This design comes from an exercise in tuning for small area, a short achievable clock period and few clock cycles on the open sky130 flow, not from production work.
At most, simulation tests tie the RTL to the original design; equivalence was not proved.
The RTL of runs 1 and 2 was laid out without a check of its function.
Power is estimated from default activity; no workload was simulated.

==> flow/design.v, too long to show whole: its modules and the start of the top module <==
// module mac: 391 lines
// module projeto: 48 lines
module projeto(
    input ck,
    input inicio,
    input rst,
    input [15:0] X,
    input [15:0] A,
    input [15:0] B,
    input [15:0] C,
    output pronto,
    output overflow,
    output [15:0] resultado
);
  // ...
==> flow/flow/run.sh <==
#!/bin/bash
# The standard layout (standard.sh) with these changes:
#  - the multiply-add tree, module mac, is laid out from flow/mac_cells.v, the
#    same circuit as mac in rtl/ula.v built from cells by hand (both are
#    generated by gen/mkhand.py), so that its partial products are single
#    NAND gates feeding full-adder cells of inverted polarity;
#  - synthesis skips Yosys's early "abc -fast" (SYNTH_ARGS=-noabc);
#  - port buffers use the smallest buffer, but for the X ports (buf_4).
# Registers and their names are those of the standard synthesis.
set -euo pipefail
export SYNTH_ARGS="-noabc"
export BUFFER_PORTS_ARGS="-buffer_cell sky130_fd_sc_hd__buf_1"
# ... except the X ports, whose buffers drive many gates (flow/xbuf.tcl)
export POST_GLOBAL_PLACE_TCL="$PWD/flow/xbuf.tcl"
# design.v with module mac replaced by the cell-level one
awk '/^module mac\(/ {skip = 1} !skip {print} skip && /^endmodule/ {skip = 0}' design.v > design_cells.v
grep -q '^module mac(' design_cells.v && { echo "module mac still in design_cells.v"; exit 1; }
cat flow/mac_cells.v >> design_cells.v
sed "s#CLKGATE_MAP_FILE= #CLKGATE_MAP_FILE= VERILOG_FILES=$PWD/design_cells.v #" standard.sh > standard_cells.sh
grep -q "VERILOG_FILES=$PWD/design_cells.v" standard_cells.sh
bash standard_cells.sh > standard.log 2>&1
==> flow/flow/xbuf.tcl <==
set db [ord::get_db]
set block [ord::get_db_block]
set big [$db findMaster sky130_fd_sc_hd__buf_4]
foreach bterm [$block getBTerms] {
  if { ![string match {X\[*} [$bterm getName]] } { continue }
  set net [$bterm getNet]
  foreach iterm [$net getITerms] {
    set inst [$iterm getInst]
    if { [string match sky130_fd_sc_hd__buf_* [[$inst getMaster] getName]] } {
      $inst swapMaster $big
      puts "xbuf: [$inst getName] of [$bterm getName] -> sky130_fd_sc_hd__buf_4"
    }
  }
}
==> flow/standard.sh <==
#!/bin/bash
# synth_recipe.tcl (not shown) runs the flow's synth.tcl, then flattens the netlist and writes it again
# the make line also repeats each setting of config.mk as NAME=value (left out here)
make -C /OpenROAD-flow-scripts/flow DESIGN_CONFIG=/design/flow/config.mk WORK_HOME=/design/flow/orfs CLKGATE_MAP_FILE= SYNTH_SCRIPT=/design/flow/synth_recipe.tcl "${@:-finish}"
==> flow/config.mk <==
export PLATFORM = sky130hd
export DESIGN_NAME = projeto
export DESIGN_NICKNAME = projeto
export VERILOG_FILES = /design/flow/design.v
export SDC_FILE = /design/flow/constraint.sdc
export NUM_CORES = 4
export LEC_CHECK = 0
export CAP_MARGIN = 20
export CORE_MARGIN = 2
export CORE_UTILIZATION = 60
export CTS_BUF_LIST = sky130_fd_sc_hd__clkbuf_4 sky130_fd_sc_hd__clkbuf_8
export SETUP_SLACK_MARGIN = 4.0
export SLEW_MARGIN = 20
==> flow/constraint.sdc <==
create_clock -name core_clock -period 9.5 [get_ports {ck}]
set_input_delay 1.9000 -clock core_clock [delete_from_list [all_inputs] [get_ports {ck}]]
set_output_delay 1.9000 -clock core_clock [all_outputs]
set_load 0.01 [all_outputs]
Not shown: flow/flow/mac_cells.v
==> summary.md, run 1 <==
| Metric | Value |
|---|---|
| Power share of the clock group | 3.5% |
| NetSw | between 1 and 1.5 mW |
| Multi-In Gates | roughly 400 |
| #FFs+latches synth | 27 |
| Initial drt markers | 260 |
| CTS max path bufs | 2 |
| Seq. cell area | approximately 540 um^2 |
| Leading cell kind | multi-input combinational cells |
| Status | no timing/DRC/antenna violations |
| Syn Std Cell Area | 4631 um^2 |
| Worst setup path end | qa[11] |
| Slack of the critical path | 4076 ps |
| CP top delay family | adder cells |
| Met3 usage | under 10% |
| ANT nets after route | 0 |
| Cts repair resizes | 0 |
| Post-Synth XOR/XNOR Area | between 5 and 6% |
| Pin count of the biggest net entering global routing | 38 |
| Final Hold Viols | 0 |
| Comb power | roughly 1.7 mW |
| Drt first pass iters | 4 |
| # DRC | 0 |
| Clock skew | between 4 and 5 ps |
| WP depth | 10 |
| Top post-synthesis cells by area | fa_1 (47%), nand2_1 (12%), dfxtp_1 (12%) |
| Simple-gate area share of the yosys netlist | about 18% |
==> run 2: changes to the inputs <==
--- a/flow/config.mk
+++ b/flow/config.mk
@@ -9,5 +9,5 @@
 export CORE_MARGIN = 2
 export CORE_UTILIZATION = 60
 export CTS_BUF_LIST = sky130_fd_sc_hd__clkbuf_4 sky130_fd_sc_hd__clkbuf_8
-export SETUP_SLACK_MARGIN = 4.0
+export SETUP_SLACK_MARGIN = 4.2
 export SLEW_MARGIN = 20
==> summary.md, run 2 <==
| Metric | Value |
|---|---|
| Routed wire length | approximately 13,000 um |
| Post-Synthesis Cells | about 460 |
| Commonest non-fill, non-tap cell in the layout | nand2_1 |
| Crit. End Element | flop |
| Switch share | 49.59% |
| R2R setup slack | 4420 ps |
| TNS Setup | 0 ps |
| Clock skew | 3.983 ps (-0.4823 ps) |
| CP max FO | 5 |
| Fin Hold WS | between 700 and 800 ps |
| NetSw | 1.028 mW (+1.4%) |
| # nets final | just over 700 |
| Hold Buf Count CTS | 0 |
| Drt first pass iters | 5 (+1) |
| # DRC | 0 (unchanged) |
| Critical Path AT | about 5400 ps |
| #FFs+latches synth | 27 (unchanged) |
| Critical path class | in -> reg |
| P per Cell Area | between 400 and 500 nW/um^2 |
| CTS max path bufs | 2 (unchanged) |
| Top FF cell, synth | dfxtp_1 |
| Yosys top cell by area | fa_1 |
| Reg with most FFs | qa |
| Skew-Pair Late Insertion Delay | between 200 and 300 ps |
| Crit start category | input pin |
| Most frequent cells in the layout | nand2_1 (148), fa_1 (104), buf_1 (67) |
| Top post-synthesis cells by area | fa_1 (47%), nand2_1 (12%), dfxtp_1 (12%) |
| Top cell type's share of synthesized area | between 40 and 50% |
| Async S/R FF share, synth | 0% |
| Netlist cell types | 44 |
| Final global-route overflow total | 0 |
| Layout fillers | 644 |
| Final setup violation count | 0 |
| ANT nets after route | 0 (unchanged) |
| Count leader, synth | nand2_1 |
| Share of cells above drive strength 1 | 12.78% |
| Power share of the clock group | 3.3% (-0.2 points) |
| Least-Margin Pin Slew | about 740 ps |
| Syn Area/Cell | a little over 10 um^2 |
| Antenna violations before repair | 0 |
| Total CTS buffers | 3 |
| Seq/Total Area, Yosys | around an eighth |
| Peak Freq | 189.5 MHz |
| Ports | 85 |
| Die Height | 91.85 um |
| Yosys Warn Count | 1 |
| Vias in the first global route | around 4.0k |
| Finished Cell Area | about 5200 um^2 |
| Area post-placement | between 4000 and 5000 um^2 |
| Hold Crit Class | reg -> reg |
| Total Power | a little over 2 mW |
| Commonest cells post-synth | nand2_1 (149), fa_1 (108), dfxtp_1 (27), buf_4 (26), mux2i_1 (17) |
| Layout area overhead | 11.89% |
| Post-layout min period | ~5300 ps |
| Clock Pin Slew Worst Setup and Hold Paths | about 100 ps |
| RSZ-0062 raised after global routing | true |
| Clk root buf | clkbuf_8 |
| Status | no timing/DRC/antenna violations |
| First-pass GRT wire length | between 20,000 and 25,000 um |
| Routed vias/inst | about 6 |
| Biggest regs | qa x16, qb x6, ql x2 |
| Pin count of the biggest net entering global routing | 22 (-42%) |
| Comb power frac | about 85% |
| Initial drt markers | 280 (+7.7%) |
| TritonCTS clock tree | done |
| Power Internal | roughly 1.0 mW |
| Die Span X | between 90 and 100 um |
| Final Max Tran Viols | 0 |
| Syn Std Cell Area | 4631 um^2 (unchanged) |
| I/O Buffers | 84 |
| Flop pwr share | 11.6% |
| Max_slew headroom | between 40% and 50% |
| Fin crit share | 55.56% |
| Lkg Pwr | ~1.9 nW |
| Routed len/inst | a little over 20 um |
| Num rows | 32 |
| IR drop worst, VDD | ~0.00024 V |
| EDFF count, synth | 0 |
| Antenna cell count | 0 |
| Final Hold Viols | 0 (unchanged) |
| H-tree levels | 1 |
| Starting density of the core | 60.87% |
| Via count | around 3.7k |
| Die area | approximately 8400 um^2 |
| Post-detail-place hpwl | between 9000 and 10,000 um |
| GRT Overall Usage | 31.56% |
| Critical Path RT | just under 10,000 ps |
| Sink Count | 27 |
| Synth Net Count | 637 |
| Floorplan core area | 7607 um^2 |
| MaxCap Viol Count | 0 |
| Max FFs per register | 16 |
[run 2: changes by cell type in the layout (fill, tap and decap cells not counted), moves of 4 or more]
cell / previous run / this run
fa_1: 108 / 104
mux2_4: 2 / 11
buf_4: 16 / 32
fa_2: 0 / 4
mux2_2: 14 / 6
[run 2: power by group through the flow]
stage               clock (mW)  combinational, mW  sequential, mW
floorplan                    0               1.35           0.233
global placement             0               1.62           0.240
detailed placement           0               1.73           0.242
CTS                     0.0704               1.74           0.239
global route            0.0740               1.98           0.245
finish                  0.0694               1.76           0.240
[run 2: final cells by class]
| class | instances | area (um^2) | share of cell area, % |
|---|---|---|---|
| multi-input cells | 393 | 3936 | 75.97 |
| clock buffers | 3 | 41.29 | 0.7969 |
| clock inverters | 1 | 7.507 | 0.1449 |
| inverters | 8 | 30.03 | 0.5796 |
| repair buffers | 100 | 496.7 | 9.587 |
| well taps | 102 | 127.6 | 2.463 |
| flip-flops and latches | 27 | 541.8 | 10.46 |
[run 2: kinds of logic (layout without fill, tap and decap cells)]
logic type	after synthesis	after routing	synth area share, %
AOI/OAI and AO/OA	22	22	3.594
xor gates and xnor gates	30	30	5.674
adders and majority gates	115	115	48.58
buffers and inverters	36	112	5.053
DFF	27	27	11.67
muxes	33	34	7.565
and+or+nand+nor	192	192	17.86
[run 2: final timing paths]
check	startpoint	end	depth (start not counted)
setup reg to reg	qa[6]	qa[13]	14
hold reg to reg	busy	qa[0]	1
hold / removal	busy	qa[0]	1
setup / recovery	A[0]	qa[11]	10
[run 2: per-layer routing]
metal	wire length [um]	part of all wire (%)	global-route usage [%]
met1	4825	37	40.08
met2	6631	51	55.02
met3	1223	9.4	4.930
met4	291	2.2	11.44
met5	0	0	0
[run 2: critical path: stages]
cell	delay [ps]
clkbuf_2	110
mux2_4	340
nand2_2	90
fa_2	470
fa_1	490
fa_1	530
fa_1	440
or2_1	250
fa_2	370
fa_1	450
[run 2: through the flow]
step	setup slack, ps	utilization, %	std cells
2_1_floorplan	4201	-	455
3_3_place_gp	3743	64.57	616
3_5_place_dp	3803	65.36	616
4_1_cts	4206	67.29	630
5_1_grt	4179	68.11	634
6_report	4222	68.11	634
[run 2: repair_timing]
item                                    4_1_cts  5_1_grt
setup buffers                                10        3
endpoints found under the setup margin        3        5
gates cloned                                  0        1
resized for setup                             5        8
==> module mac, before the edit <==
module mac(
    input [15:0] a,
    input [15:0] v,
    input sel,
    output [15:0] m,
    input [15:0] x,
    input [15:0] kn,
    output [15:0] ra,
    output [15:0] rb,
    output [6:0] cn
);
    assign m = sel ? v : a;
    wire pp_0_0 = ~(m[0] & x[0]);
    wire pp_0_1 = ~(m[0] & x[1]);
    wire pp_0_2 = ~(m[0] & x[2]);
    wire pp_0_3 = ~(m[0] & x[3]);
    wire pp_0_4 = ~(m[0] & x[4]);
    wire pp_0_5 = ~(m[0] & x[5]);
    wire pp_0_6 = ~(m[0] & x[6]);
    wire pp_0_7 = ~(m[0] & x[7]);
    wire pp_0_8 = ~(m[0] & x[8]);
    wire pp_0_9 = ~(m[0] & x[9]);
    wire pp_0_10 = ~(m[0] & x[10]);
    wire pp_0_11 = ~(m[0] & x[11]);
    wire pp_0_12 = ~(m[0] & x[12]);
    wire pp_0_13 = ~(m[0] & x[13]);
    wire pp_0_14 = ~(m[0] & x[14]);
    wire pp_0_15 = ~(m[0] & x[15]);
    wire pp_1_0 = ~(m[1] & x[0]);
    wire pp_1_1 = ~(m[1] & x[1]);
    wire pp_1_2 = ~(m[1] & x[2]);
    wire pp_1_3 = ~(m[1] & x[3]);
    wire pp_1_4 = ~(m[1] & x[4]);
    wire pp_1_5 = ~(m[1] & x[5]);
    wire pp_1_6 = ~(m[1] & x[6]);
    wire pp_1_7 = ~(m[1] & x[7]);
    wire pp_1_8 = ~(m[1] & x[8]);
    wire pp_1_9 = ~(m[1] & x[9]);
    wire pp_1_10 = ~(m[1] & x[10]);
    wire pp_1_11 = ~(m[1] & x[11]);
    wire pp_1_12 = ~(m[1] & x[12]);
    wire pp_1_13 = ~(m[1] & x[13]);
    wire pp_1_14 = ~(m[1] & x[14]);
    wire pp_2_0 = ~(m[2] & x[0]);
    wire pp_2_1 = ~(m[2] & x[1]);
    wire pp_2_2 = ~(m[2] & x[2]);
    wire pp_2_3 = ~(m[2] & x[3]);
    wire pp_2_4 = ~(m[2] & x[4]);
    wire pp_2_5 = ~(m[2] & x[5]);
    wire pp_2_6 = ~(m[2] & x[6]);
    wire pp_2_7 = ~(m[2] & x[7]);
    wire pp_2_8 = ~(m[2] & x[8]);
    wire pp_2_9 = ~(m[2] & x[9]);
    wire pp_2_10 = ~(m[2] & x[10]);
    wire pp_2_11 = ~(m[2] & x[11]);
    wire pp_2_12 = ~(m[2] & x[12]);
    wire pp_2_13 = ~(m[2] & x[13]);
    wire pp_3_0 = ~(m[3] & x[0]);
    wire pp_3_1 = ~(m[3] & x[1]);
    wire pp_3_2 = ~(m[3] & x[2]);
    wire pp_3_3 = ~(m[3] & x[3]);
    wire pp_3_4 = ~(m[3] & x[4]);
    wire pp_3_5 = ~(m[3] & x[5]);
    wire pp_3_6 = ~(m[3] & x[6]);
    wire pp_3_7 = ~(m[3] & x[7]);
    wire pp_3_8 = ~(m[3] & x[8]);
    wire pp_3_9 = ~(m[3] & x[9]);
    wire pp_3_10 = ~(m[3] & x[10]);
    wire pp_3_11 = ~(m[3] & x[11]);
    wire pp_3_12 = ~(m[3] & x[12]);
    wire pp_4_0 = ~(m[4] & x[0]);
    wire pp_4_1 = ~(m[4] & x[1]);
    wire pp_4_2 = ~(m[4] & x[2]);
    wire pp_4_3 = ~(m[4] & x[3]);
    wire pp_4_4 = ~(m[4] & x[4]);
    wire pp_4_5 = ~(m[4] & x[5]);
    wire pp_4_6 = ~(m[4] & x[6]);
    wire pp_4_7 = ~(m[4] & x[7]);
    wire pp_4_8 = ~(m[4] & x[8]);
    wire pp_4_9 = ~(m[4] & x[9]);
    wire pp_4_10 = ~(m[4] & x[10]);
    wire pp_4_11 = ~(m[4] & x[11]);
    wire pp_5_0 = ~(m[5] & x[0]);
    wire pp_5_1 = ~(m[5] & x[1]);
    wire pp_5_2 = ~(m[5] & x[2]);
    wire pp_5_3 = ~(m[5] & x[3]);
    wire pp_5_4 = ~(m[5] & x[4]);
    wire pp_5_5 = ~(m[5] & x[5]);
    wire pp_5_6 = ~(m[5] & x[6]);
    wire pp_5_7 = ~(m[5] & x[7]);
    wire pp_5_8 = ~(m[5] & x[8]);
    wire pp_5_9 = ~(m[5] & x[9]);
    wire pp_5_10 = ~(m[5] & x[10]);
    wire pp_6_0 = ~(m[6] & x[0]);
    wire pp_6_1 = ~(m[6] & x[1]);
    wire pp_6_2 = ~(m[6] & x[2]);
    wire pp_6_3 = ~(m[6] & x[3]);
    wire pp_6_4 = ~(m[6] & x[4]);
    wire pp_6_5 = ~(m[6] & x[5]);
    wire pp_6_6 = ~(m[6] & x[6]);
    wire pp_6_7 = ~(m[6] & x[7]);
    wire pp_6_8 = ~(m[6] & x[8]);
    wire pp_6_9 = ~(m[6] & x[9]);
    wire pp_7_0 = ~(m[7] & x[0]);
    wire pp_7_1 = ~(m[7] & x[1]);
    wire pp_7_2 = ~(m[7] & x[2]);
    wire pp_7_3 = ~(m[7] & x[3]);
    wire pp_7_4 = ~(m[7] & x[4]);
    wire pp_7_5 = ~(m[7] & x[5]);
    wire pp_7_6 = ~(m[7] & x[6]);
    wire pp_7_7 = ~(m[7] & x[7]);
    wire pp_7_8 = ~(m[7] & x[8]);
    wire pp_8_0 = ~(m[8] & x[0]);
    wire pp_8_1 = ~(m[8] & x[1]);
    wire pp_8_2 = ~(m[8] & x[2]);
    wire pp_8_3 = ~(m[8] & x[3]);
    wire pp_8_4 = ~(m[8] & x[4]);
    wire pp_8_5 = ~(m[8] & x[5]);
    wire pp_8_6 = ~(m[8] & x[6]);
    wire pp_8_7 = ~(m[8] & x[7]);
    wire pp_9_0 = ~(m[9] & x[0]);
    wire pp_9_1 = ~(m[9] & x[1]);
    wire pp_9_2 = ~(m[9] & x[2]);
    wire pp_9_3 = ~(m[9] & x[3]);
    wire pp_9_4 = ~(m[9] & x[4]);
    wire pp_9_5 = ~(m[9] & x[5]);
    wire pp_9_6 = ~(m[9] & x[6]);
    wire pp_10_0 = ~(m[10] & x[0]);
    wire pp_10_1 = ~(m[10] & x[1]);
    wire pp_10_2 = ~(m[10] & x[2]);
    wire pp_10_3 = ~(m[10] & x[3]);
    wire pp_10_4 = ~(m[10] & x[4]);
    wire pp_10_5 = ~(m[10] & x[5]);
    wire pp_11_0 = ~(m[11] & x[0]);
    wire pp_11_1 = ~(m[11] & x[1]);
    wire pp_11_2 = ~(m[11] & x[2]);
    wire pp_11_3 = ~(m[11] & x[3]);
    wire pp_11_4 = ~(m[11] & x[4]);
    wire pp_12_0 = ~(m[12] & x[0]);
    wire pp_12_1 = ~(m[12] & x[1]);
    wire pp_12_2 = ~(m[12] & x[2]);
    wire pp_12_3 = ~(m[12] & x[3]);
    wire pp_13_0 = ~(m[13] & x[0]);
    wire pp_13_1 = ~(m[13] & x[1]);
    wire pp_13_2 = ~(m[13] & x[2]);
    wire pp_14_0 = ~(m[14] & x[0]);
    wire pp_14_1 = ~(m[14] & x[1]);
    wire pp_15_0 = ~(m[15] & x[0]);
    wire px1 = pp_0_15 ^ pp_10_5;
    wire px2 = pp_11_4 ^ pp_12_3;
    wire px3 = pp_13_2 ^ pp_14_1;
    wire px4 = pp_15_0 ^ pp_1_14;
    wire px5 = pp_2_13 ^ pp_3_12;
    wire px6 = pp_4_11 ^ pp_5_10;
    wire px7 = pp_6_9 ^ pp_7_8;
    wire px8 = pp_8_7 ^ pp_9_6;
    wire px9 = px1 ^ px2;
    wire px10 = px3 ^ px4;
    wire px11 = px5 ^ px6;
    wire px12 = px7 ^ px8;
    wire px13 = px10 ^ px11;
    wire px14 = px12 ^ px9;
    wire px15 = ~(px13 ^ px14);
    wire s16 = kn[1] ^ pp_0_1 ^ pp_1_0;
    wire c17 = (kn[1] & pp_0_1) | (kn[1] & pp_1_0) | (pp_0_1 & pp_1_0);
    wire s18 = kn[2] ^ pp_0_2 ^ pp_1_1;
    wire c19 = (kn[2] & pp_0_2) | (kn[2] & pp_1_1) | (pp_0_2 & pp_1_1);
    wire s20 = pp_2_0 ^ c17 ^ s18;
    wire c21 = (pp_2_0 & c17) | (pp_2_0 & s18) | (c17 & s18);
    wire s22 = kn[3] ^ pp_0_3 ^ pp_1_2;
    wire c23 = (kn[3] & pp_0_3) | (kn[3] & pp_1_2) | (pp_0_3 & pp_1_2);
    wire s24 = pp_2_1 ^ pp_3_0 ^ c19;
    wire c25 = (pp_2_1 & pp_3_0) | (pp_2_1 & c19) | (pp_3_0 & c19);
    wire s26 = s22 ^ c21 ^ s24;
    wire c27 = (s22 & c21) | (s22 & s24) | (c21 & s24);
    wire s28 = kn[4] ^ pp_0_4 ^ pp_1_3;
    wire c29 = (kn[4] & pp_0_4) | (kn[4] & pp_1_3) | (pp_0_4 & pp_1_3);
    wire s30 = pp_2_2 ^ pp_3_1 ^ pp_4_0;
    wire c31 = (pp_2_2 & pp_3_1) | (pp_2_2 & pp_4_0) | (pp_3_1 & pp_4_0);
    wire s32 = c23 ^ s28 ^ s30;
    wire c33 = (c23 & s28) | (c23 & s30) | (s28 & s30);
    wire s34 = c25 ^ s32 ^ c27;
    wire c35 = (c25 & s32) | (c25 & c27) | (s32 & c27);
    wire s36 = kn[5] ^ pp_0_5 ^ pp_1_4;
    wire c37 = (kn[5] & pp_0_5) | (kn[5] & pp_1_4) | (pp_0_5 & pp_1_4);
    wire s38 = pp_2_3 ^ pp_3_2 ^ pp_4_1;
    wire c39 = (pp_2_3 & pp_3_2) | (pp_2_3 & pp_4_1) | (pp_3_2 & pp_4_1);
    wire s40 = pp_5_0 ^ c29 ^ c31;
    wire c41 = (pp_5_0 & c29) | (pp_5_0 & c31) | (c29 & c31);
    wire s42 = s36 ^ s38 ^ c33;
    wire c43 = (s36 & s38) | (s36 & c33) | (s38 & c33);
    wire s44 = s40 ^ s42 ^ c35;
    wire c45 = (s40 & s42) | (s40 & c35) | (s42 & c35);
    wire s46 = kn[6] ^ pp_0_6 ^ pp_1_5;
    wire c47 = (kn[6] & pp_0_6) | (kn[6] & pp_1_5) | (pp_0_6 & pp_1_5);
    wire s48 = pp_2_4 ^ pp_3_3 ^ pp_4_2;
    wire c49 = (pp_2_4 & pp_3_3) | (pp_2_4 & pp_4_2) | (pp_3_3 & pp_4_2);
    wire s50 = pp_5_1 ^ pp_6_0 ^ c37;
    wire c51 = (pp_5_1 & pp_6_0) | (pp_5_1 & c37) | (pp_6_0 & c37);
    wire s52 = c39 ^ s46 ^ s48;
    wire c53 = (c39 & s46) | (c39 & s48) | (s46 & s48);
    wire s54 = c41 ^ s50 ^ s52;
    wire c55 = (c41 & s50) | (c41 & s52) | (s50 & s52);
    wire s56 = ~(c43 ^ s54);
    wire c57 = c43 | s54;
    wire s58 = kn[7] ^ pp_0_7 ^ pp_1_6;
    wire c59 = (kn[7] & pp_0_7) | (kn[7] & pp_1_6) | (pp_0_7 & pp_1_6);
    wire s60 = pp_2_5 ^ pp_3_4 ^ pp_4_3;
    wire c61 = (pp_2_5 & pp_3_4) | (pp_2_5 & pp_4_3) | (pp_3_4 & pp_4_3);
    wire s62 = pp_5_2 ^ pp_6_1 ^ pp_7_0;
    wire c63 = (pp_5_2 & pp_6_1) | (pp_5_2 & pp_7_0) | (pp_6_1 & pp_7_0);
    wire s64 = c47 ^ c49 ^ s58;
    wire c65 = (c47 & c49) | (c47 & s58) | (c49 & s58);
    wire s66 = s60 ^ s62 ^ c51;
    wire c67 = (s60 & s62) | (s60 & c51) | (s62 & c51);
    wire s68 = c53 ^ s64 ^ s66;
    wire c69 = (c53 & s64) | (c53 & s66) | (s64 & s66);
    wire s70 = c55 ^ c57 ^ s68;
    wire c71 = (c55 & c57) | (c55 & s68) | (c57 & s68);
    wire s72 = kn[8] ^ pp_0_8 ^ pp_1_7;
    wire c73 = (kn[8] & pp_0_8) | (kn[8] & pp_1_7) | (pp_0_8 & pp_1_7);
    wire s74 = pp_2_6 ^ pp_3_5 ^ pp_4_4;
    wire c75 = (pp_2_6 & pp_3_5) | (pp_2_6 & pp_4_4) | (pp_3_5 & pp_4_4);
    wire s76 = pp_5_3 ^ pp_6_2 ^ pp_7_1;
    wire c77 = (pp_5_3 & pp_6_2) | (pp_5_3 & pp_7_1) | (pp_6_2 & pp_7_1);
    wire s78 = pp_8_0 ^ c59 ^ c61;
    wire c79 = (pp_8_0 & c59) | (pp_8_0 & c61) | (c59 & c61);
    wire s80 = c63 ^ s72 ^ s74;
    wire c81 = (c63 & s72) | (c63 & s74) | (s72 & s74);
    wire s82 = s76 ^ c65 ^ s78;
    wire c83 = (s76 & c65) | (s76 & s78) | (c65 & s78);
    wire s84 = s80 ^ c67 ^ s82;
    wire c85 = (s80 & c67) | (s80 & s82) | (c67 & s82);
    wire s86 = c69 ^ s84 ^ c71;
    wire c87 = (c69 & s84) | (c69 & c71) | (s84 & c71);
    wire s88 = kn[9] ^ pp_0_9 ^ pp_1_8;
    wire c89 = (kn[9] & pp_0_9) | (kn[9] & pp_1_8) | (pp_0_9 & pp_1_8);
    wire s90 = pp_2_7 ^ pp_3_6 ^ pp_4_5;
    wire c91 = (pp_2_7 & pp_3_6) | (pp_2_7 & pp_4_5) | (pp_3_6 & pp_4_5);
    wire s92 = pp_5_4 ^ pp_6_3 ^ pp_7_2;
    wire c93 = (pp_5_4 & pp_6_3) | (pp_5_4 & pp_7_2) | (pp_6_3 & pp_7_2);
    wire s94 = pp_8_1 ^ pp_9_0 ^ c73;
    wire c95 = (pp_8_1 & pp_9_0) | (pp_8_1 & c73) | (pp_9_0 & c73);
    wire s96 = c75 ^ c77 ^ s88;
    wire c97 = (c75 & c77) | (c75 & s88) | (c77 & s88);
    wire s98 = s90 ^ s92 ^ c79;
    wire c99 = (s90 & s92) | (s90 & c79) | (s92 & c79);
    wire s100 = c81 ^ s94 ^ s96;
    wire c101 = (c81 & s94) | (c81 & s96) | (s94 & s96);
    wire s102 = c83 ^ s98 ^ s100;
    wire c103 = (c83 & s98) | (c83 & s100) | (s98 & s100);
    wire s104 = ~(c85 ^ s102);
    wire c105 = c85 | s102;
    wire s106 = kn[10] ^ pp_0_10 ^ pp_10_0;
    wire c107 = (kn[10] & pp_0_10) | (kn[10] & pp_10_0) | (pp_0_10 & pp_10_0);
    wire s108 = pp_1_9 ^ pp_2_8 ^ pp_3_7;
    wire c109 = (pp_1_9 & pp_2_8) | (pp_1_9 & pp_3_7) | (pp_2_8 & pp_3_7);
    wire s110 = pp_4_6 ^ pp_5_5 ^ pp_6_4;
    wire c111 = (pp_4_6 & pp_5_5) | (pp_4_6 & pp_6_4) | (pp_5_5 & pp_6_4);
    wire s112 = pp_7_3 ^ pp_8_2 ^ pp_9_1;
    wire c113 = (pp_7_3 & pp_8_2) | (pp_7_3 & pp_9_1) | (pp_8_2 & pp_9_1);
    wire s114 = c89 ^ c91 ^ c93;
    wire c115 = (c89 & c91) | (c89 & c93) | (c91 & c93);
    wire s116 = s106 ^ s108 ^ s110;
    wire c117 = (s106 & s108) | (s106 & s110) | (s108 & s110);
    wire s118 = s112 ^ c95 ^ c97;
    wire c119 = (s112 & c95) | (s112 & c97) | (c95 & c97);
    wire s120 = s114 ^ s116 ^ c99;
    wire c121 = (s114 & s116) | (s114 & c99) | (s116 & c99);
    wire s122 = c101 ^ s118 ^ s120;
    wire c123 = (c101 & s118) | (c101 & s120) | (s118 & s120);
    wire s124 = c103 ^ c105 ^ s122;
    wire c125 = (c103 & c105) | (c103 & s122) | (c105 & s122);
    wire s126 = kn[11] ^ pp_0_11 ^ pp_10_1;
    wire c127 = (kn[11] & pp_0_11) | (kn[11] & pp_10_1) | (pp_0_11 & pp_10_1);
    wire s128 = pp_11_0 ^ pp_1_10 ^ pp_2_9;
    wire c129 = (pp_11_0 & pp_1_10) | (pp_11_0 & pp_2_9) | (pp_1_10 & pp_2_9);
    wire s130 = pp_3_8 ^ pp_4_7 ^ pp_5_6;
    wire c131 = (pp_3_8 & pp_4_7) | (pp_3_8 & pp_5_6) | (pp_4_7 & pp_5_6);
    wire s132 = pp_6_5 ^ pp_7_4 ^ pp_8_3;
    wire c133 = (pp_6_5 & pp_7_4) | (pp_6_5 & pp_8_3) | (pp_7_4 & pp_8_3);
    wire s134 = pp_9_2 ^ c107 ^ c109;
    wire c135 = (pp_9_2 & c107) | (pp_9_2 & c109) | (c107 & c109);
    wire s136 = c111 ^ c113 ^ s126;
    wire c137 = (c111 & c113) | (c111 & s126) | (c113 & s126);
    wire s138 = s128 ^ s130 ^ s132;
    wire c139 = (s128 & s130) | (s128 & s132) | (s130 & s132);
    wire s140 = c115 ^ c117 ^ s134;
    wire c141 = (c115 & c117) | (c115 & s134) | (c117 & s134);
    wire s142 = s136 ^ s138 ^ c119;
    wire c143 = (s136 & s138) | (s136 & c119) | (s138 & c119);
    wire s144 = s140 ^ c121 ^ s142;
    wire c145 = (s140 & c121) | (s140 & s142) | (c121 & s142);
    wire s146 = c123 ^ s144 ^ c125;
    wire c147 = (c123 & s144) | (c123 & c125) | (s144 & c125);
    wire s148 = kn[12] ^ pp_0_12 ^ pp_10_2;
    wire c149 = (kn[12] & pp_0_12) | (kn[12] & pp_10_2) | (pp_0_12 & pp_10_2);
    wire s150 = pp_11_1 ^ pp_12_0 ^ pp_1_11;
    wire c151 = (pp_11_1 & pp_12_0) | (pp_11_1 & pp_1_11) | (pp_12_0 & pp_1_11);
    wire s152 = pp_2_10 ^ pp_3_9 ^ pp_4_8;
    wire c153 = (pp_2_10 & pp_3_9) | (pp_2_10 & pp_4_8) | (pp_3_9 & pp_4_8);
    wire s154 = pp_5_7 ^ pp_6_6 ^ pp_7_5;
    wire c155 = (pp_5_7 & pp_6_6) | (pp_5_7 & pp_7_5) | (pp_6_6 & pp_7_5);
    wire s156 = pp_8_4 ^ pp_9_3 ^ c127;
    wire c157 = (pp_8_4 & pp_9_3) | (pp_8_4 & c127) | (pp_9_3 & c127);
    wire s158 = c129 ^ c131 ^ c133;
    wire c159 = (c129 & c131) | (c129 & c133) | (c131 & c133);
    wire s160 = s148 ^ s150 ^ s152;
    wire c161 = (s148 & s150) | (s148 & s152) | (s150 & s152);
    wire s162 = s154 ^ c135 ^ c137;
    wire c163 = (s154 & c135) | (s154 & c137) | (c135 & c137);
    wire s164 = c139 ^ s156 ^ s158;
    wire c165 = (c139 & s156) | (c139 & s158) | (s156 & s158);
    wire s166 = s160 ^ c141 ^ s162;
    wire c167 = (s160 & c141) | (s160 & s162) | (c141 & s162);
    wire s168 = s164 ^ c143 ^ s166;
    wire c169 = (s164 & c143) | (s164 & s166) | (c143 & s166);
    wire s170 = ~(c145 ^ s168);
    wire c171 = c145 | s168;
    wire s172 = kn[13] ^ pp_0_13 ^ pp_10_3;
    wire c173 = (kn[13] & pp_0_13) | (kn[13] & pp_10_3) | (pp_0_13 & pp_10_3);
    wire s174 = pp_11_2 ^ pp_12_1 ^ pp_13_0;
    wire c175 = (pp_11_2 & pp_12_1) | (pp_11_2 & pp_13_0) | (pp_12_1 & pp_13_0);
    wire s176 = pp_1_12 ^ pp_2_11 ^ pp_3_10;
    wire c177 = (pp_1_12 & pp_2_11) | (pp_1_12 & pp_3_10) | (pp_2_11 & pp_3_10);
    wire s178 = pp_4_9 ^ pp_5_8 ^ pp_6_7;
    wire c179 = (pp_4_9 & pp_5_8) | (pp_4_9 & pp_6_7) | (pp_5_8 & pp_6_7);
    wire s180 = pp_7_6 ^ pp_8_5 ^ pp_9_4;
    wire c181 = (pp_7_6 & pp_8_5) | (pp_7_6 & pp_9_4) | (pp_8_5 & pp_9_4);
    wire s182 = c149 ^ c151 ^ c153;
    wire c183 = (c149 & c151) | (c149 & c153) | (c151 & c153);
    wire s184 = c155 ^ s172 ^ s174;
    wire c185 = (c155 & s172) | (c155 & s174) | (s172 & s174);
    wire s186 = s176 ^ s178 ^ s180;
    wire c187 = (s176 & s178) | (s176 & s180) | (s178 & s180);
    wire s188 = c157 ^ c159 ^ c161;
    wire c189 = (c157 & c159) | (c157 & c161) | (c159 & c161);
    wire s190 = s182 ^ s184 ^ s186;
    wire c191 = (s182 & s184) | (s182 & s186) | (s184 & s186);
    wire s192 = c163 ^ c165 ^ s188;
    wire c193 = (c163 & c165) | (c163 & s188) | (c165 & s188);
    wire s194 = s190 ^ c167 ^ s192;
    wire c195 = (s190 & c167) | (s190 & s192) | (c167 & s192);
    wire s196 = c169 ^ s194 ^ c171;
    wire c197 = (c169 & s194) | (c169 & c171) | (s194 & c171);
    wire s198 = kn[14] ^ pp_0_14 ^ pp_10_4;
    wire c199 = (kn[14] & pp_0_14) | (kn[14] & pp_10_4) | (pp_0_14 & pp_10_4);
    wire s200 = pp_11_3 ^ pp_12_2 ^ pp_13_1;
    wire c201 = (pp_11_3 & pp_12_2) | (pp_11_3 & pp_13_1) | (pp_12_2 & pp_13_1);
    wire s202 = pp_14_0 ^ pp_1_13 ^ pp_2_12;
    wire c203 = (pp_14_0 & pp_1_13) | (pp_14_0 & pp_2_12) | (pp_1_13 & pp_2_12);
    wire s204 = pp_3_11 ^ pp_4_10 ^ pp_5_9;
    wire c205 = (pp_3_11 & pp_4_10) | (pp_3_11 & pp_5_9) | (pp_4_10 & pp_5_9);
    wire s206 = pp_6_8 ^ pp_7_7 ^ pp_8_6;
    wire c207 = (pp_6_8 & pp_7_7) | (pp_6_8 & pp_8_6) | (pp_7_7 & pp_8_6);
    wire s208 = pp_9_5 ^ c173 ^ c175;
    wire c209 = (pp_9_5 & c173) | (pp_9_5 & c175) | (c173 & c175);
    wire s210 = c177 ^ c179 ^ c181;
    wire c211 = (c177 & c179) | (c177 & c181) | (c179 & c181);
    wire s212 = s198 ^ s200 ^ s202;
    wire c213 = (s198 & s200) | (s198 & s202) | (s200 & s202);
    wire s214 = s204 ^ s206 ^ c183;
    wire c215 = (s204 & s206) | (s204 & c183) | (s206 & c183);
    wire s216 = c185 ^ c187 ^ s208;
    wire c217 = (c185 & c187) | (c185 & s208) | (c187 & s208);
    wire s218 = s210 ^ s212 ^ c189;
    wire c219 = (s210 & s212) | (s210 & c189) | (s212 & c189);
    wire s220 = s214 ^ c191 ^ s216;
    wire c221 = (s214 & c191) | (s214 & s216) | (c191 & s216);
    wire s222 = c193 ^ s218 ^ s220;
    wire c223 = (c193 & s218) | (c193 & s220) | (s218 & s220);
    wire s224 = ~(c195 ^ s222);
    wire c225 = c195 | s222;
    wire s226 = kn[15] ^ c199 ^ c201;
    wire c227 = (kn[15] & c199) | (kn[15] & c201) | (c199 & c201);
    wire s228 = c203 ^ c205 ^ c207;
    wire c229 = (c203 & c205) | (c203 & c207) | (c205 & c207);
    wire s230 = c209 ^ c211 ^ px15;
    wire c231 = (c209 & c211) | (c209 & px15) | (c211 & px15);
    wire s232 = c213 ^ s226 ^ s228;
    wire c233 = (c213 & s226) | (c213 & s228) | (s226 & s228);
    wire s234 = c215 ^ c217 ^ s230;
    wire c235 = (c215 & c217) | (c215 & s230) | (c217 & s230);
    wire s236 = s232 ^ c219 ^ c221;
    wire c237 = (s232 & c219) | (s232 & c221) | (c219 & c221);
    wire s238 = s234 ^ c223 ^ s236;
    wire c239 = (s234 & c223) | (s234 & s236) | (c223 & s236);
    assign ra = {c225, s224, s196, s170, s146, s124, s104, s86, s70, s56, s44, s34, s26, s20, s16, kn[0]};
    assign rb = {s238, c197, 1'b1, c147, 1'b1, 1'b1, c87, 1'b1, 1'b1, c45, 1'b1, 1'b1, 1'b1, 1'b1, 1'b1, pp_0_0};
    assign cn = {c239, c237, c235, c233, c231, c229, c227};
endmodule
==> run 3: changes to the inputs <==
--- a/flow/design.v
+++ b/flow/design.v
@@ -171,8 +171,8 @@
     wire c23 = (kn[3] & pp_0_3) | (kn[3] & pp_1_2) | (pp_0_3 & pp_1_2);
     wire s24 = pp_2_1 ^ pp_3_0 ^ c19;
     wire c25 = (pp_2_1 & pp_3_0) | (pp_2_1 & c19) | (pp_3_0 & c19);
-    wire s26 = s22 ^ c21 ^ s24;
-    wire c27 = (s22 & c21) | (s22 & s24) | (c21 & s24);
+    wire s26 = s22 ^ s24 ^ c21;
+    wire c27 = (s22 & s24) | (s22 & c21) | (s24 & c21);
     wire s28 = kn[4] ^ pp_0_4 ^ pp_1_3;
     wire c29 = (kn[4] & pp_0_4) | (kn[4] & pp_1_3) | (pp_0_4 & pp_1_3);
     wire s30 = pp_2_2 ^ pp_3_1 ^ pp_4_0;
@@ -199,8 +199,8 @@
     wire c51 = (pp_5_1 & pp_6_0) | (pp_5_1 & c37) | (pp_6_0 & c37);
     wire s52 = c39 ^ s46 ^ s48;
     wire c53 = (c39 & s46) | (c39 & s48) | (s46 & s48);
-    wire s54 = c41 ^ s50 ^ s52;
-    wire c55 = (c41 & s50) | (c41 & s52) | (s50 & s52);
+    wire s54 = s50 ^ c41 ^ s52;
+    wire c55 = (s50 & c41) | (s50 & s52) | (c41 & s52);
     wire s56 = ~(c43 ^ s54);
     wire c57 = c43 | s54;
     wire s58 = kn[7] ^ pp_0_7 ^ pp_1_6;
@@ -243,12 +243,12 @@
     wire c95 = (pp_8_1 & pp_9_0) | (pp_8_1 & c73) | (pp_9_0 & c73);
     wire s96 = c75 ^ c77 ^ s88;
     wire c97 = (c75 & c77) | (c75 & s88) | (c77 & s88);
-    wire s98 = s90 ^ s92 ^ c79;
-    wire c99 = (s90 & s92) | (s90 & c79) | (s92 & c79);
-    wire s100 = c81 ^ s94 ^ s96;
-    wire c101 = (c81 & s94) | (c81 & s96) | (s94 & s96);
-    wire s102 = c83 ^ s98 ^ s100;
-    wire c103 = (c83 & s98) | (c83 & s100) | (s98 & s100);
+    wire s98 = s90 ^ s92 ^ s94;
+    wire c99 = (s90 & s92) | (s90 & s94) | (s92 & s94);
+    wire s100 = c79 ^ c81 ^ s96;
+    wire c101 = (c79 & c81) | (c79 & s96) | (c81 & s96);
+    wire s102 = s98 ^ c83 ^ s100;
+    wire c103 = (s98 & c83) | (s98 & s100) | (c83 & s100);
     wire s104 = ~(c85 ^ s102);
     wire c105 = c85 | s102;
     wire s106 = kn[10] ^ pp_0_10 ^ pp_10_0;
@@ -267,10 +267,10 @@
     wire c119 = (s112 & c95) | (s112 & c97) | (c95 & c97);
     wire s120 = s114 ^ s116 ^ c99;
     wire c121 = (s114 & s116) | (s114 & c99) | (s116 & c99);
-    wire s122 = c101 ^ s118 ^ s120;
-    wire c123 = (c101 & s118) | (c101 & s120) | (s118 & s120);
-    wire s124 = c103 ^ c105 ^ s122;
-    wire c125 = (c103 & c105) | (c103 & s122) | (c105 & s122);
+    wire s122 = s118 ^ c101 ^ s120;
+    wire c123 = (s118 & c101) | (s118 & s120) | (c101 & s120);
+    wire s124 = c103 ^ s122 ^ c105;
+    wire c125 = (c103 & s122) | (c103 & c105) | (s122 & c105);
     wire s126 = kn[11] ^ pp_0_11 ^ pp_10_1;
     wire c127 = (kn[11] & pp_0_11) | (kn[11] & pp_10_1) | (pp_0_11 & pp_10_1);
     wire s128 = pp_11_0 ^ pp_1_10 ^ pp_2_9;
@@ -307,12 +307,12 @@
     wire c159 = (c129 & c131) | (c129 & c133) | (c131 & c133);
     wire s160 = s148 ^ s150 ^ s152;
     wire c161 = (s148 & s150) | (s148 & s152) | (s150 & s152);
-    wire s162 = s154 ^ c135 ^ c137;
-    wire c163 = (s154 & c135) | (s154 & c137) | (c135 & c137);
-    wire s164 = c139 ^ s156 ^ s158;
-    wire c165 = (c139 & s156) | (c139 & s158) | (s156 & s158);
-    wire s166 = s160 ^ c141 ^ s162;
-    wire c167 = (s160 & c141) | (s160 & s162) | (c141 & s162);
+    wire s162 = s154 ^ s156 ^ c135;
+    wire c163 = (s154 & s156) | (s154 & c135) | (s156 & c135);
+    wire s164 = c137 ^ c139 ^ s158;
+    wire c165 = (c137 & c139) | (c137 & s158) | (c139 & s158);
+    wire s166 = s160 ^ s162 ^ c141;
+    wire c167 = (s160 & s162) | (s160 & c141) | (s162 & c141);
     wire s168 = s164 ^ c143 ^ s166;
     wire c169 = (s164 & c143) | (s164 & s166) | (c143 & s166);
     wire s170 = ~(c145 ^ s168);
@@ -363,28 +363,28 @@
     wire c215 = (s204 & s206) | (s204 & c183) | (s206 & c183);
     wire s216 = c185 ^ c187 ^ s208;
     wire c217 = (c185 & c187) | (c185 & s208) | (c187 & s208);
-    wire s218 = s210 ^ s212 ^ c189;
-    wire c219 = (s210 & s212) | (s210 & c189) | (s212 & c189);
-    wire s220 = s214 ^ c191 ^ s216;
-    wire c221 = (s214 & c191) | (s214 & s216) | (c191 & s216);
-    wire s222 = c193 ^ s218 ^ s220;
-    wire c223 = (c193 & s218) | (c193 & s220) | (s218 & s220);
+    wire s218 = s210 ^ s212 ^ s214;
+    wire c219 = (s210 & s212) | (s210 & s214) | (s212 & s214);
+    wire s220 = c189 ^ c191 ^ s216;
+    wire c221 = (c189 & c191) | (c189 & s216) | (c191 & s216);
+    wire s222 = s218 ^ c193 ^ s220;
+    wire c223 = (s218 & c193) | (s218 & s220) | (c193 & s220);
     wire s224 = ~(c195 ^ s222);
     wire c225 = c195 | s222;
     wire s226 = kn[15] ^ c199 ^ c201;
     wire c227 = (kn[15] & c199) | (kn[15] & c201) | (c199 & c201);
     wire s228 = c203 ^ c205 ^ c207;
     wire c229 = (c203 & c205) | (c203 & c207) | (c205 & c207);
-    wire s230 = c209 ^ c211 ^ px15;
-    wire c231 = (c209 & c211) | (c209 & px15) | (c211 & px15);
+    wire s230 = px15 ^ c209 ^ c211;
+    wire c231 = (px15 & c209) | (px15 & c211) | (c209 & c211);
     wire s232 = c213 ^ s226 ^ s228;
     wire c233 = (c213 & s226) | (c213 & s228) | (s226 & s228);
     wire s234 = c215 ^ c217 ^ s230;
     wire c235 = (c215 & c217) | (c215 & s230) | (c217 & s230);
     wire s236 = s232 ^ c219 ^ c221;
     wire c237 = (s232 & c219) | (s232 & c221) | (c219 & c221);
-    wire s238 = s234 ^ c223 ^ s236;
-    wire c239 = (s234 & c223) | (s234 & s236) | (c223 & s236);
+    wire s238 = s234 ^ s236 ^ c223;
+    wire c239 = (s234 & s236) | (s234 & c223) | (s236 & c223);
     assign ra = {c225, s224, s196, s170, s146, s124, s104, s86, s70, s56, s44, s34, s26, s20, s16, kn[0]};
     assign rb = {s238, c197, 1'b1, c147, 1'b1, 1'b1, c87, 1'b1, 1'b1, c45, 1'b1, 1'b1, 1'b1, 1'b1, 1'b1, pp_0_0};
     assign cn = {c239, c237, c235, c233, c231, c229, c227};
--- a/flow/flow/mac_cells.v
+++ b/flow/flow/mac_cells.v
@@ -360,7 +360,7 @@
     wire s24, c25;
     sky130_fd_sc_hd__fa_1 g_s24 (.A(pp_2_1), .B(pp_3_0), .CIN(c19), .COUT(c25), .SUM(s24));
     wire s26, c27;
-    sky130_fd_sc_hd__fa_1 g_s26 (.A(s22), .B(c21), .CIN(s24), .COUT(c27), .SUM(s26));
+    sky130_fd_sc_hd__fa_1 g_s26 (.A(s22), .B(s24), .CIN(c21), .COUT(c27), .SUM(s26));
     wire s28, c29;
     sky130_fd_sc_hd__fa_1 g_s28 (.A(kn[4]), .B(pp_0_4), .CIN(pp_1_3), .COUT(c29), .SUM(s28));
     wire s30, c31;
@@ -388,7 +388,7 @@
     wire s52, c53;
     sky130_fd_sc_hd__fa_1 g_s52 (.A(c39), .B(s46), .CIN(s48), .COUT(c53), .SUM(s52));
     wire s54, c55;
-    sky130_fd_sc_hd__fa_1 g_s54 (.A(c41), .B(s50), .CIN(s52), .COUT(c55), .SUM(s54));
+    sky130_fd_sc_hd__fa_1 g_s54 (.A(s50), .B(c41), .CIN(s52), .COUT(c55), .SUM(s54));
     wire s56, c57;
     sky130_fd_sc_hd__xnor2_1 g_s56 (.A(c43), .B(s54), .Y(s56));
     sky130_fd_sc_hd__or2_1 g_c57 (.A(c43), .B(s54), .X(c57));
@@ -433,11 +433,11 @@
     wire s96, c97;
     sky130_fd_sc_hd__fa_1 g_s96 (.A(c75), .B(c77), .CIN(s88), .COUT(c97), .SUM(s96));
     wire s98, c99;
-    sky130_fd_sc_hd__fa_1 g_s98 (.A(s90), .B(s92), .CIN(c79), .COUT(c99), .SUM(s98));
+    sky130_fd_sc_hd__fa_1 g_s98 (.A(s90), .B(s92), .CIN(s94), .COUT(c99), .SUM(s98));
     wire s100, c101;
-    sky130_fd_sc_hd__fa_1 g_s100 (.A(c81), .B(s94), .CIN(s96), .COUT(c101), .SUM(s100));
+    sky130_fd_sc_hd__fa_1 g_s100 (.A(c79), .B(c81), .CIN(s96), .COUT(c101), .SUM(s100));
     wire s102, c103;
-    sky130_fd_sc_hd__fa_1 g_s102 (.A(c83), .B(s98), .CIN(s100), .COUT(c103), .SUM(s102));
+    sky130_fd_sc_hd__fa_1 g_s102 (.A(s98), .B(c83), .CIN(s100), .COUT(c103), .SUM(s102));
     wire s104, c105;
     sky130_fd_sc_hd__xnor2_1 g_s104 (.A(c85), .B(s102), .Y(s104));
     sky130_fd_sc_hd__or2_1 g_c105 (.A(c85), .B(s102), .X(c105));
@@ -458,9 +458,9 @@
     wire s120, c121;
     sky130_fd_sc_hd__fa_1 g_s120 (.A(s114), .B(s116), .CIN(c99), .COUT(c121), .SUM(s120));
     wire s122, c123;
-    sky130_fd_sc_hd__fa_1 g_s122 (.A(c101), .B(s118), .CIN(s120), .COUT(c123), .SUM(s122));
+    sky130_fd_sc_hd__fa_1 g_s122 (.A(s118), .B(c101), .CIN(s120), .COUT(c123), .SUM(s122));
     wire s124, c125;
-    sky130_fd_sc_hd__fa_1 g_s124 (.A(c103), .B(c105), .CIN(s122), .COUT(c125), .SUM(s124));
+    sky130_fd_sc_hd__fa_1 g_s124 (.A(c103), .B(s122), .CIN(c105), .COUT(c125), .SUM(s124));
     wire s126, c127;
     sky130_fd_sc_hd__fa_1 g_s126 (.A(kn[11]), .B(pp_0_11), .CIN(pp_10_1), .COUT(c127), .SUM(s126));
     wire s128, c129;
@@ -498,11 +498,11 @@
     wire s160, c161;
     sky130_fd_sc_hd__fa_1 g_s160 (.A(s148), .B(s150), .CIN(s152), .COUT(c161), .SUM(s160));
     wire s162, c163;
-    sky130_fd_sc_hd__fa_1 g_s162 (.A(s154), .B(c135), .CIN(c137), .COUT(c163), .SUM(s162));
+    sky130_fd_sc_hd__fa_1 g_s162 (.A(s154), .B(s156), .CIN(c135), .COUT(c163), .SUM(s162));
     wire s164, c165;
-    sky130_fd_sc_hd__fa_1 g_s164 (.A(c139), .B(s156), .CIN(s158), .COUT(c165), .SUM(s164));
+    sky130_fd_sc_hd__fa_1 g_s164 (.A(c137), .B(c139), .CIN(s158), .COUT(c165), .SUM(s164));
     wire s166, c167;
-    sky130_fd_sc_hd__fa_1 g_s166 (.A(s160), .B(c141), .CIN(s162), .COUT(c167), .SUM(s166));
+    sky130_fd_sc_hd__fa_1 g_s166 (.A(s160), .B(s162), .CIN(c141), .COUT(c167), .SUM(s166));
     wire s168, c169;
     sky130_fd_sc_hd__fa_1 g_s168 (.A(s164), .B(c143), .CIN(s166), .COUT(c169), .SUM(s168));
     wire s170, c171;
@@ -555,11 +555,11 @@
     wire s216, c217;
     sky130_fd_sc_hd__fa_1 g_s216 (.A(c185), .B(c187), .CIN(s208), .COUT(c217), .SUM(s216));
     wire s218, c219;
-    sky130_fd_sc_hd__fa_1 g_s218 (.A(s210), .B(s212), .CIN(c189), .COUT(c219), .SUM(s218));
+    sky130_fd_sc_hd__fa_1 g_s218 (.A(s210), .B(s212), .CIN(s214), .COUT(c219), .SUM(s218));
     wire s220, c221;
-    sky130_fd_sc_hd__fa_1 g_s220 (.A(s214), .B(c191), .CIN(s216), .COUT(c221), .SUM(s220));
+    sky130_fd_sc_hd__fa_1 g_s220 (.A(c189), .B(c191), .CIN(s216), .COUT(c221), .SUM(s220));
     wire s222, c223;
-    sky130_fd_sc_hd__fa_1 g_s222 (.A(c193), .B(s218), .CIN(s220), .COUT(c223), .SUM(s222));
+    sky130_fd_sc_hd__fa_1 g_s222 (.A(s218), .B(c193), .CIN(s220), .COUT(c223), .SUM(s222));
     wire s224, c225;
     sky130_fd_sc_hd__xnor2_1 g_s224 (.A(c195), .B(s222), .Y(s224));
     sky130_fd_sc_hd__or2_1 g_c225 (.A(c195), .B(s222), .X(c225));
@@ -568,7 +568,7 @@
     wire s228, c229;
     sky130_fd_sc_hd__fa_1 g_s228 (.A(c203), .B(c205), .CIN(c207), .COUT(c229), .SUM(s228));
     wire s230, c231;
-    sky130_fd_sc_hd__fa_1 g_s230 (.A(c209), .B(c211), .CIN(px15), .COUT(c231), .SUM(s230));
+    sky130_fd_sc_hd__fa_1 g_s230 (.A(px15), .B(c209), .CIN(c211), .COUT(c231), .SUM(s230));
     wire s232, c233;
     sky130_fd_sc_hd__fa_1 g_s232 (.A(c213), .B(s226), .CIN(s228), .COUT(c233), .SUM(s232));
     wire s234, c235;
@@ -576,7 +576,7 @@
     wire s236, c237;
     sky130_fd_sc_hd__fa_1 g_s236 (.A(s232), .B(c219), .CIN(c221), .COUT(c237), .SUM(s236));
     wire s238, c239;
-    sky130_fd_sc_hd__fa_1 g_s238 (.A(s234), .B(c223), .CIN(s236), .COUT(c239), .SUM(s238));
+    sky130_fd_sc_hd__fa_1 g_s238 (.A(s234), .B(s236), .CIN(c223), .COUT(c239), .SUM(s238));
     assign ra = {c225, s224, s196, s170, s146, s124, s104, s86, s70, s56, s44, s34, s26, s20, s16, kn[0]};
     assign rb = {s238, c197, 1'b1, c147, 1'b1, 1'b1, c87, 1'b1, 1'b1, c45, 1'b1, 1'b1, 1'b1, 1'b1, 1'b1, pp_0_0};
     assign cn = {c239, c237, c235, c233, c231, c229, c227};
--- a/flow/config.mk
+++ b/flow/config.mk
@@ -9,5 +9,5 @@
 export CORE_MARGIN = 2
 export CORE_UTILIZATION = 60
 export CTS_BUF_LIST = sky130_fd_sc_hd__clkbuf_4 sky130_fd_sc_hd__clkbuf_8
-export SETUP_SLACK_MARGIN = 4.2
+export SETUP_SLACK_MARGIN = 4.0
 export SLEW_MARGIN = 20
==> summary.md, run 3 <==
| Metric | Value |
|---|---|
| Die Span X | 91.85 um (unchanged) |
| #FFs+latches synth | 27 (unchanged) |
| Num rows | 32 (unchanged) |
| Top FF cell, synth | dfxtp_1 |
| Final setup violation count | 0 (unchanged) |
| Antenna violations before repair | 0 (unchanged) |
| EDFF count, synth | 0 (unchanged) |
| Die Height | 91.85 um (unchanged) |
| H-tree levels | 1 (unchanged) |
| Async S/R FF share, synth | 0% (unchanged) |
| DP Worst Slack | 3721 ps (-81.58 ps) |
| TritonCTS clock tree | done |
| Pin count of the biggest net entering global routing | 38 (+73%) |
| MaxCap Viol Count | 0 (unchanged) |
| Max_slew headroom | 30.51% (-19 points) |
| Syn Std Cell Area | 4631 um^2 (unchanged) |
| Layout area overhead | 7.674% |
| Biggest regs | qa x16, qb x6, ql x2 |
| Crit start category | input pin |
| First-pass GRT wire length | 20,120 um (+0.14%) |
| CP max FO | 15 (+10) |
| Met1 WL | 4784 um (-0.85%) |
| Area post-placement | 4931 um^2 (-0.83%) |
| Syn Area/Cell | 10.18 um^2 (unchanged) |
| Lkg Pwr | 1.749 nW (-6.2%) |
| Antenna cell count | 0 (unchanged) |
| Slack of the critical path | 4104 ps (-117.9 ps) |
| Clk root buf | clkbuf_8 |
| Total Power | 2.067 mW (-0.32%) |
| Post-Synth XOR/XNOR Area | 5.674% (unchanged) |
| IR drop worst, VDD | 0.0004221 V (+75%) |
| # DRC | 0 (unchanged) |
| Status | no timing/DRC/antenna violations |
| Floorplan core area | 7607 um^2 (unchanged) |
| Fin crit share | 56.80% (+1.2 points) |
| Least-Margin Pin Slew | 1042 ps (+299.4 ps) |
| Critical Path RT | 9660 ps (about the same) |
| Max FFs per register | 16 (unchanged) |
| Mux cell area share after synthesis | 7.566% (unchanged) |
| Commonest cells post-synth | nand2_1 (149), fa_1 (108), dfxtp_1 (27), buf_4 (26), mux2i_1 (17) |
| GRT Overall Usage | 31.45% (-0.11 points) |
| Final Hold Viols | 0 (unchanged) |
| Reg with most FFs | qa |
| Combinational family with the most area after synthesis | adder cells |
| Clock Pin Slew Worst Setup and Hold Paths | 110 ps (about the same) |
| Routed len/inst | 20.09 um (-1.8%) |
| Ports | 85 (unchanged) |
| Synth Area in Adders | 48.58% (unchanged) |
| Fin Hold WS | 724.9 ps (+5.999 ps) |
| Met3 wire len | 959 um (-22%) |
| Post-layout min period | 5396 ps (+117.9 ps) |
| Routed vias/inst | 5.896 (+0.30%) |
| P per Cell Area | 414.6 nW/um^2 (+3.6%) |
| Count leader, synth | nand2_1 |
| Top cell type's share of synthesized area | 46.69% (unchanged) |
| Routed wl met2 | 6361 um (-4.1%) |
| Max layer used | met4 |
| Hold Buf Count CTS | 0 (unchanged) |
| ANT nets after route | 0 (unchanged) |
| Final global-route overflow total | 0 (unchanged) |
| Synth Net Count | 637 (unchanged) |
| Top post-synthesis cells by area | fa_1 (47%), nand2_1 (12%), dfxtp_1 (12%) |
| Vias in the first global route | 3,957 (-0.85%) |
| Compound-Gate Fraction of Synth Area | 3.594% (unchanged) |
| Clock skew | 8.700 ps (+4.716 ps) |
| Final Max Tran Viols | 0 (unchanged) |
| CTS max path bufs | 2 (unchanged) |
| Peak Freq | 185.3 MHz (-2.2%) |
| Total CTS buffers | 3 (unchanged) |
| Critical path class | in -> reg |
| Most frequent cells in the layout | nand2_1 (149), fa_1 (108), buf_1 (68) |
| TNS Setup | 0 ps (unchanged) |
| Yosys Warn Count | 1 (unchanged) |
| Die area | 8436 um^2 (unchanged) |
| Netlist cell types | 44 (unchanged) |
| # nets final | 698 (-2.4%) |
| Crit. End Element | flop |
| Post-detail-place hpwl | 9704 um (-0.42%) |
| I/O Buffers | 84 (unchanged) |
| Layout fillers | 660 (+2.5%) |
| Drt first pass iters | 5 (unchanged) |
| Seq/Total Area, Yosys | 11.67% (unchanged) |
| Routed wire length | 12,400 um (-4.4%) |
| Sink Count | 27 (unchanged) |
| Finished Cell Area | 4986 um^2 (-3.8%) |
| RSZ-0062 raised after global routing | false |
| Simple-gate area share of the yosys netlist | 17.86% (unchanged) |
| Starting density of the core | 60.87% (unchanged) |
| Critical Path AT | 5560 ps (+120 ps) |
| Commonest non-fill, non-tap cell in the layout | nand2_1 |
| Initial drt markers | 286 (+2.1%) |
| Post-Synthesis Cells | 455 (unchanged) |
| Via count | 3,638 (-2.4%) |
| Hold Crit Class | reg -> reg |
| Share of cells above drive strength 1 | 8.350% (-4.4 points) |
| Skew-Pair Late Insertion Delay | 280 ps (about the same) |
| Yosys top cell by area | fa_1 |
run 3: cell counts after synthesis:
Identical to the previous run, type by type.
run 3: path summary, 6_finish.rpt:
check	start	end	slack (ps)	cells past startpoint
hold / removal	ql[1]	ov	720	5
setup reg to reg	qa[6]	qa[13]	4320	14
hold reg to reg	ql[1]	ov	720	5
setup / recovery	A[2]	qa[11]	4100	10
run 3: final cells by class:
| cell class | count | area (um^2) | share of cell area [%] |
|---|---|---|---|
| Timing Repair Buffer | 84 | 375.4 | 7.528 |
| Clock inverter | 1 | 5.005 | 0.1004 |
| Tap cell | 102 | 127.6 | 2.560 |
| Sequential cell | 27 | 541.8 | 10.87 |
| Inverter | 8 | 30.03 | 0.6023 |
| Multi-Input combinational cell | 392 | 3865 | 77.52 |
| Clock buffer | 3 | 41.29 | 0.8281 |
run 3: report_power, final:
part / switching [mW] / internal [mW] / leakage [nW]
Sequential: 0.0362 / 0.206 / 0.227
Clock: 0.0393 / 0.0295 / 0.0255
Combinational: 0.973 / 0.783 / 1.50
run 3: repair_timing:
| item | CTS | global route |
|---|---|---|
| buffers inserted | 0 | 0 |
| endpoints found under the setup margin | 0 | 3 |
| resized for setup | 0 | 3 |
| endpoints found under the hold margin | 0 | 0 |
run 3: routing by layer:
layer  track usage (%)  vias up
li1                  -     1572
met1             40.19     1822
met2             55.51      216
met3             5.177       28
met4             9.080        0
met5                 0        -
run 3: cell families (layout without fill, tap and decap cells):
family,after synthesis,count (layout)
AO/OA/AOI/OAI,22,22
buffers and inverters,36,96
flip-flops,27,27
AND/OR/NAND/NOR,192,192
adder cells (fa/ha/maj),115,115
multiplexers,33,33
XOR/XNOR,30,30
run 3: per-stage QoR:
| step | util, % | cells |
|---|---|---|
| floorplan | - | 455 |
| global placement | 64.03 | 613 |
| detailed placement | 64.82 | 613 |
| CTS | 65.43 | 617 |
| global route | 65.54 | 617 |
| finish | 65.54 | 617 |
run 3: worst max-delay path: stages:
cell	delay, ps
buf_1	70
mux2_2	400
nand2_1	140
fa_1	480
fa_1	590
fa_1	430
fa_1	460
or2_1	240
fa_1	380
fa_1	460
Testbench counts of run 3, summed over its fixed seeds: cycles 4,800.

[static timing again, ports no longer ideal]
No port has a modelled driver above. Below, the same layouts with a new extraction and two added sets of constraints.
Step 1 sets driving cells, clkbuf_16 on the clock port and buf_2 on the other inputs (assumed; they add their load-dependent delay and slew).
Step 2, shift: input delay + t, output delay - t, t = (earliest + latest rising clock arrival at the registers) / 2. This alone moves slack from input paths to output paths.
Three values: ideal ports, drivers, drivers and shift; two values: the first two.
run | t (ns) | setup WS [ns] | pins driven straight from the clock port
run 1 | 0.309 | 4.076 / 4.082 / 3.772 | 1
run 2 | 0.305 | 4.222 / 4.228 / 3.923 | 1
run 3 | 0.303 | 4.104 / 4.112 / 3.808 | 1
After both steps setup and hold are still met in every run listed. The setup slack of run 1, which loses most, moves by +0.006 ns with the drivers and by -0.304 ns with both steps.
